From an optimization exercise on the open Yosys and OpenROAD flow, aimed at small area; shortcuts taken in it are not production practice.
In this exercise RTL edits were held to simulation tests only and were not proved equivalent to the original.

==> job 9674 <==
Design mgt_cfeb_rx, start of the top module:
module mgt_cfeb_rx
  #(
    parameter NLINK = 7
  )(
   input                   CLK,
   input                   RST,
   input                   RXREADY,        
   input  [16*NLINK-1:0]   RXDATA,         
   input  [2*NLINK-1:0]    RX_IS_K,
   input  [2*NLINK-1:0]    RXDISPERR,
   input  [2*NLINK-1:0]    RXNOTINTABLE,
   input  [NLINK-1:0]      FIFO_FULL,
   input  [NLINK-1:0]      FIFO_AFULL,
   input  [NLINK-1:0]      KILL_RXOUT,
   output [16*NLINK-1:0]   RXDATA_O,
   output [NLINK-1:0]      RXD_VALID,
   output [NLINK-1:0]      CRC_VALID,
   output [NLINK-1:0]      GOOD_CRC
   );
==> module pkt_proc, before the edit <==
module pkt_proc (
  input      CLK,
  input      RST,
  input      CAR_XTEND,
  input      EOP,
  input      ERR_PROP,
  input      IDLE,
  input      LEN_MAX,
  input      NOK,
  input      PRE,
  input      SOF,
  input      SOP,
  output     RXVALID,
  output     CKDONE,
  output     WFP
);
  localparam
  Wait_for_Pkt  = 3'b000,
  Preamble      = 3'b001,
  Payload       = 3'b011,
  Bad_Pkt       = 3'b010,
  CkCRC         = 3'b110,
  CkDone        = 3'b111,
  Wait_for_Idle = 3'b100;
  reg [2:0] state;
  reg [2:0] nextstate;
  reg       err;
  assign RXVALID = (state == Payload) & !EOP;
  assign CKDONE  = (state == CkDone);
  assign WFP     = (state == Wait_for_Pkt);
  always @* begin
    case (state)
      Wait_for_Pkt : if      (err)         nextstate = Wait_for_Idle;
                     else if (SOF && SOP)  nextstate = Payload;
                     else if (SOP)         nextstate = Preamble;
                     else                  nextstate = Wait_for_Pkt;
      Bad_Pkt      :                       nextstate = Wait_for_Idle;
      CkCRC        :                       nextstate = CkDone;
      Payload      : if      (err)         nextstate = Bad_Pkt;
                     else if (EOP)         nextstate = CkCRC;
                     else                  nextstate = Payload;
      Preamble     : if      (err)         nextstate = Bad_Pkt;
                     else if (SOF)         nextstate = Payload;
                     else                  nextstate = Preamble;
      default      : if      (IDLE)        nextstate = Wait_for_Pkt;
                     else                  nextstate = Wait_for_Idle;
    endcase
  end
  always @(posedge CLK or posedge RST) begin
    if (RST)
      state <= Wait_for_Pkt;
    else
      state <= nextstate;
  end
  always @(posedge CLK or posedge RST) begin
    if (RST)
      err <= 1'b0;
    else
      case (nextstate)
        Wait_for_Pkt : err <= NOK || EOP || CAR_XTEND || ERR_PROP;
        Payload      : err <= LEN_MAX;
        Preamble     : err <= !PRE && !SOF;
        default      : err <= 1'b0;
      endcase
  end
endmodule
==> module rx_frame_proc, before the edit <==
module rx_frame_proc
  (
   input             CLK,
   input             RST,
   input [15:0]      RXDATA,
   input [1:0]       RX_IS_K,
   output reg [15:0] FRM_DATA,
   output reg        FRM_DATA_VALID,
   output            GOOD_CRC,
   output            CRC_CHK_VLD
   );
   localparam
     D5_6  = 8'hC5,
     D16_2 = 8'h50,
     K28_5 = 8'hBC,
     K23_7 = 8'hF7,      
     K27_7 = 8'hFB,      
     K29_7 = 8'hFD,      
     K30_7 = 8'hFE,      
     PRMBL = 8'h55,      
     SOF_BYTE = 8'hD5;   
   localparam
     IDLE1 = {D5_6,K28_5},
     IDLE2 = {D16_2,K28_5};
   localparam [9:0] LEN_END = 10'h288;
   reg [15:0] data_d1, data_d2, data_r;
   reg [1:0]  k_d1;
   reg        rxvaldat_d2, rxvaldat_r;
   reg [9:0]  len_lfsr;
   reg        len_ovf;
   reg        bad_crc;
   wire       rxvaldat_d1;
   wire       wfp;
   wire       len_end = (len_lfsr == LEN_END);
   wire idle      = (k_d1 == 2'b01) && ((data_d1 == IDLE1) || (data_d1 == IDLE2));
   wire car_xtend = k_d1[1] && (data_d1[15:8] == K23_7) || k_d1[0] && (data_d1[7:0] == K23_7);
   wire err_prop  = k_d1[1] && (data_d1[15:8] == K30_7) || k_d1[0] && (data_d1[7:0] == K30_7);
   wire sop       = k_d1[0] && (data_d1[7:0] == K27_7);
   wire eop       = k_d1[1] && (data_d1[15:8] == K29_7) || k_d1[0] && (data_d1[7:0] == K29_7);
   wire pre       = !rxvaldat_d2 && ((data_d1[15:8] == PRMBL) || (data_d1[7:0] == PRMBL));
   wire sof       = !rxvaldat_d2 && ((data_d1[15:8] == SOF_BYTE) || (data_d1[7:0] == SOF_BYTE));
   wire nok       = (k_d1 == 2'b00);
   wire crc_calc    = rxvaldat_d1 & rxvaldat_r;
   wire last_crc    = ~rxvaldat_d1 & rxvaldat_d2;
   wire crc_valid_r = ~rxvaldat_d1 & rxvaldat_r;
   wire crc_load    = sop | ~(crc_calc | last_crc);
   wire crc_mtch;
   assign GOOD_CRC = !bad_crc;
   always @ (posedge CLK)
     begin
        data_d1 <= RXDATA;
        k_d1 <= RX_IS_K;
        data_d2 <= data_d1;
        data_r <= data_d2;
        rxvaldat_d2 <= rxvaldat_d1;
        rxvaldat_r <= rxvaldat_d2;
        FRM_DATA_VALID <= rxvaldat_d1 & rxvaldat_r;
        FRM_DATA       <= data_r;
     end
   pkt_proc pkt_proc_i(
              .CLK(CLK),
              .RST(RST),
              .CAR_XTEND(car_xtend),
              .EOP(eop),
              .ERR_PROP(err_prop),
              .IDLE(idle),
              .LEN_MAX(len_end | len_ovf),
              .WFP(wfp),
              .NOK(nok),
              .PRE(pre),
              .SOF(sof),
              .SOP(sop),
              .RXVALID(rxvaldat_d1),
              .CKDONE(CRC_CHK_VLD)
              );
   crc32_bgb crc_gen_i(
                       .clk(CLK),
                       .d(data_r),
                       .calc(crc_calc),
                       .load(crc_load),
                       .mtch(crc_mtch)
                       );
   always @(posedge CLK)
     begin
        if (crc_valid_r)
          bad_crc <= !crc_mtch;
        else if (sop)
          bad_crc <= 1'b0;
     end
   always @(posedge CLK)
     begin: DATA_LEN_REG
        if (!rxvaldat_d1)
          len_lfsr <= 10'h000;
        else
          len_lfsr <= {len_lfsr[8:0], ~(len_lfsr[9] ^ len_lfsr[6])};
     end
   always @(posedge CLK)
     begin
        if (wfp)
          len_ovf <= 1'b0;
        else if (len_end)
          len_ovf <= 1'b1;
     end
endmodule
clock: 5.0 ns
lec_check: 0
cap_margin: 20
core_margin: 2
core_utilization: 40
place_density: 0.6
slew_margin: 20
standard.sh (not shown) runs the stock make flow with config.mk's settings and CLKGATE_MAP_FILE= SYNTH_SCRIPT=/design/flow/synth_recipe.tcl, a recipe that flattens the netlist after the stock synthesis.
==> flow/flow/run.sh <==
#!/bin/bash
# Own layout flow: the standard ORFS flow (standard.sh: the standard synthesis,
# floorplan, power grid and tap cells), with these layout choices changed:
#  * after the standard synthesis, flow/shrink.py sets combinational cells to their
#    smallest drive strength and splits 3-input XOR/XNOR cells into 2-input ones
#    (registers untouched); the layout's repair steps size cells up where needed;
#  * port buffers use the smallest buffer (buf_1) instead of buffer_ports' default
#    (clkdlybuf4s50_1): every input and output still gets its own buffer;
#  * clock tree synthesis without dummy loads, with sink clusters sized for clkbuf_8.
# Each step's output goes to a log file in this folder; ORFS also writes each
# tool's log under orfs/logs.
set -euo pipefail
R=orfs/results/sky130hd/mgt_cfeb_rx/base
LIB=$FLOW_HOME/platforms/sky130hd/lib/sky130_fd_sc_hd__tt_025C_1v80.lib
CTS_SIZE=$(cat flow/cts_size)
CTS_DIAM=$(cat flow/cts_diameter)
bash standard.sh synth > flow_synth.log 2>&1
cp $R/1_2_yosys.v flow_standard_synth.v
python3 flow/shrink.py $LIB flow_standard_synth.v $R/1_2_yosys.v > flow_shrink.log 2>&1
rm -f $R/1_synth.odb $R/1_synth.sdc
bash standard.sh \
  "BUFFER_PORTS_ARGS=-buffer_cell sky130_fd_sc_hd__buf_1" \
  "CTS_ARGS=-sink_clustering_enable -repair_clock_nets -dont_use_dummy_load -sink_clustering_size $CTS_SIZE -sink_clustering_max_diameter $CTS_DIAM -buf_list sky130_fd_sc_hd__clkbuf_8" \
  finish > flow_finish.log 2>&1
==> flow/flow/cts_diameter <==
50
==> flow/flow/cts_size <==
16
Other scripts of this flow, unchanged in this note and not shown: flow/flow/shrink.py
==> job 3603 (differences from job 9674) <==
--- a/flow/design.v
+++ b/flow/design.v
@@ -166,10 +166,7 @@
     else
       state <= nextstate;
   end
-  always @(posedge CLK or posedge RST) begin
-    if (RST)
-      err <= 1'b0;
-    else
+  always @(posedge CLK) begin
       case (nextstate)
         Wait_for_Pkt : err <= NOK || EOP || CAR_XTEND || ERR_PROP;
         Payload      : err <= LEN_MAX;
@@ -267,12 +264,16 @@
         else if (sop)
           bad_crc <= 1'b0;
      end
+   localparam [9:0] LEN_INV = 10'b1010101010;
+   reg  [9:0] len_reg;
+   always @*
+     len_lfsr = len_reg ^ LEN_INV;
    always @(posedge CLK)
      begin: DATA_LEN_REG
         if (!rxvaldat_d1)
-          len_lfsr <= 10'h000;
+          len_reg <= 10'h000 ^ LEN_INV;
         else
-          len_lfsr <= {len_lfsr[8:0], ~(len_lfsr[9] ^ len_lfsr[6])};
+          len_reg <= {len_lfsr[8:0], ~(len_lfsr[9] ^ len_lfsr[6])} ^ LEN_INV;
      end
    always @(posedge CLK)
      begin
==> flow/flow/run.sh (replaced) <==
#!/bin/bash
# Own layout flow: the standard ORFS flow (standard.sh: the standard synthesis,
# floorplan, power grid and tap cells), with these layout choices changed:
#  * after the standard synthesis, flow/resyn.sh maps its combinational logic again
#    with an area-oriented ABC script (flow/resyn.abc, cells from flow/dontuse.py
#    excluded); every register and other
#    sequential cell stays the same instance, with the same name and cell type;
#  * flow/shrink.py then sets combinational cells to their smallest drive strength
#    and splits 3-input XOR/XNOR cells into 2-input ones (registers untouched); the
#    layout's repair steps size cells up again where timing, slew or load need it;
#  * port buffers use the smallest buffer (buf_1) instead of buffer_ports' default
#    (clkdlybuf4s50_1): every input and output still gets its own buffer;
#  * clock tree synthesis without dummy loads, with the sink cluster size, cluster
#    diameter and clock buffer given in flow/cts_size, flow/cts_diameter, flow/cts_buf.
# Each step's output goes to a log file in this folder (flow_*.log); ORFS also
# writes each tool's log under orfs/logs.
set -euo pipefail
R=orfs/results/sky130hd/mgt_cfeb_rx/base
LIB=$FLOW_HOME/platforms/sky130hd/lib/sky130_fd_sc_hd__tt_025C_1v80.lib
CTS_SIZE=$(cat flow/cts_size)
CTS_DIAM=$(cat flow/cts_diameter)
CTS_BUF=$(cat flow/cts_buf)
bash standard.sh synth > flow_synth.log 2>&1
cp $R/1_2_yosys.v flow_standard_synth.v
bash flow/resyn.sh flow_standard_synth.v flow_resyn.v flow_resyn.log
python3 flow/shrink.py $LIB flow_resyn.v $R/1_2_yosys.v > flow_shrink.log 2>&1
rm -f $R/1_synth.odb $R/1_synth.sdc
bash standard.sh \
  "BUFFER_PORTS_ARGS=-buffer_cell sky130_fd_sc_hd__buf_1" \
  "CTS_ARGS=-sink_clustering_enable -repair_clock_nets -dont_use_dummy_load -sink_clustering_size $CTS_SIZE -sink_clustering_max_diameter $CTS_DIAM -buf_list $CTS_BUF" \
  finish > flow_finish.log 2>&1
==> flow/flow/cts_buf (new file) <==
sky130_fd_sc_hd__clkbuf_8
==> flow/flow/cts_diameter (replaced) <==
60
==> flow/flow/cts_size (replaced) <==
18
==> flow/flow/dontuse.py (new file) <==
#!/usr/bin/env python3
# Prints -dont_use options for resyn.sh: every combinational cell that has a
# smaller-drive (_1) variant of the same function, and the 3-input XOR/XNOR cells,
# so that ABC maps with the cells shrink.py leaves in place.
import re, sys
lib = open(sys.argv[1]).read()
cells = set(re.findall(r'^\s*cell\s*\(\s*"?(sky130_fd_sc_hd__\w+?)"?\s*\)', lib, re.M))
out = []
for c in sorted(cells):
    m = re.match(r'(sky130_fd_sc_hd__\w+?)_(\d+)$', c)
    if not m:
        continue
    base, dr = m.groups()
    if re.search(r'__(df|edf|sdf|dl|sr|clk|lpflow|probe|conb|tap|fill|decap|diode)', c):
        continue
    if base.endswith('xor3') or base.endswith('xnor3') or (dr != '1' and base + '_1' in cells):
        out.append(c)
print(' '.join('-dont_use ' + c for c in out))
==> flow/flow/resyn.abc (new file) <==
&get -n
&st
&dch -f
&nf -a -F 10 -A 10
&st
&dch -f
&nf -a -F 10 -A 10
&put
==> flow/flow/resyn.sh (new file) <==
#!/bin/bash
# resyn.sh IN_NETLIST OUT_NETLIST LOG : re-maps the combinational logic of the
# standard synthesis netlist with an area-oriented ABC script (flow/resyn.abc),
# with only the smallest drive strength of each cell and no 3-input XOR/XNOR.
# Registers (and every other sequential cell) are kept as the very same instances.
set -euo pipefail
IN=$1; OUT=$2; LOG=$3
LIB=$FLOW_HOME/platforms/sky130hd/lib/sky130_fd_sc_hd__tt_025C_1v80.lib
YOSYS=$(command -v yosys || echo "$FLOW_HOME/../tools/install/yosys/bin/yosys")
SLOG=orfs/logs/sky130hd/mgt_cfeb_rx/base/1_2_yosys.log
# the don't-use cells the standard synthesis gave ABC
DONT=$(grep -m1 -o "abc -script.*" $SLOG | tr ' ' '\n' | awk 'p{print "-dont_use " $0; p=0} /^-dont_use$/{p=1}' | tr '\n' ' ')
# and the cells shrink.py would replace anyway
DONT="$DONT $(python3 flow/dontuse.py $LIB)"
cat > flow_resyn.ys <<EOS
read_liberty -ignore_miss_func $LIB
read_verilog $IN
hierarchy -top $FLOW_TOP
setattr -mod -set keep_hierarchy 1 sky130_fd_sc_hd__df* sky130_fd_sc_hd__edf* sky130_fd_sc_hd__sdf* sky130_fd_sc_hd__dl* sky130_fd_sc_hd__sr*
flatten
opt_clean
select $FLOW_TOP
abc -liberty $LIB $DONT -script $PWD/flow/resyn.abc
setundef -zero
splitnets
opt_clean -purge
hilomap -singleton -hicell sky130_fd_sc_hd__conb_1 HI -locell sky130_fd_sc_hd__conb_1 LO
insbuf -buf sky130_fd_sc_hd__buf_4 A X
rename -enumerate
opt_clean -purge
check
stat
write_verilog -noattr -noexpr -nohex -nodec -selected $OUT
EOS
$YOSYS -s flow_resyn.ys > $LOG 2>&1
- CORE_UTILIZATION: 40 -> 55
- PLACE_DENSITY: 0.6 -> 0.7
==> flow_summary.json <==
{
  "start_util_pct": 40.3,
  "slowest_delay_ps": 680,
  "layout_setup_ws_ps": 1610,
  "final_cell_mix": "dfxtp_1, xnor2_1, nor2_1, xor2_1, buf_1",
  "timing.hold.ws_ps": 253,
  "wl_per_cell_um": 15.9,
  "status": "timing/DRC/antenna clean",
  "skew_ps": 110,
  "diodes": 2
}
(the above is from job 9674)
==> flow_summary.json <==
{
  "status": "timing/DRC/antenna clean",
  "layout_setup_ws_ps": 1150,
  "skew_ps": 93.5,
  "wl_per_cell_um": 17.0,
  "timing.hold.ws_ps": 234,
  "slowest_delay_ps": 540,
  "syn-instance-count": 2629,
  "start_util_pct": 55.4,
  "swShare_pct": 26.6,
  "final_cell_mix": "dfxtp_1, xnor2_1, buf_1, nor2_1, xor2_1",
  "hold_path.class": "input pin to asynchronous set/reset pin"
}
(the above is from job 3603)

-- re-timing with driven ports --
In the flow no input, the clock included, has a driving cell. The finished layouts below were timed again as built, in two steps. Step 1 sets driving cells, clkbuf_16 on the clock port and buf_2 on the other inputs (assumed; they add their load-dependent delay and slew). Step 2 times the ports against the registers' clock, not the clock port: input delays grow and output delays shrink by t, the midpoint of the rising clock arrivals with the driver on. Three values: ideal, step 1, step 2; two values: the first two.
run	t (ns)	setup WS [ns]	slew at the worst register clock pin (ns)	worst data-port slew with drivers (ns)	cell pins on the clock port's net
job 9674	0.694	1.610 / 1.585 / 1.585	0.10 / 0.10	0.06	1
job 3603	0.715	1.147 / 1.147 / 1.147	0.11 / 0.11	0.05	1
After both steps every run listed still meets setup and hold. The setup slack of job 9674, which loses most, moves by -0.025 ns with the drivers and by -0.025 ns with both steps.
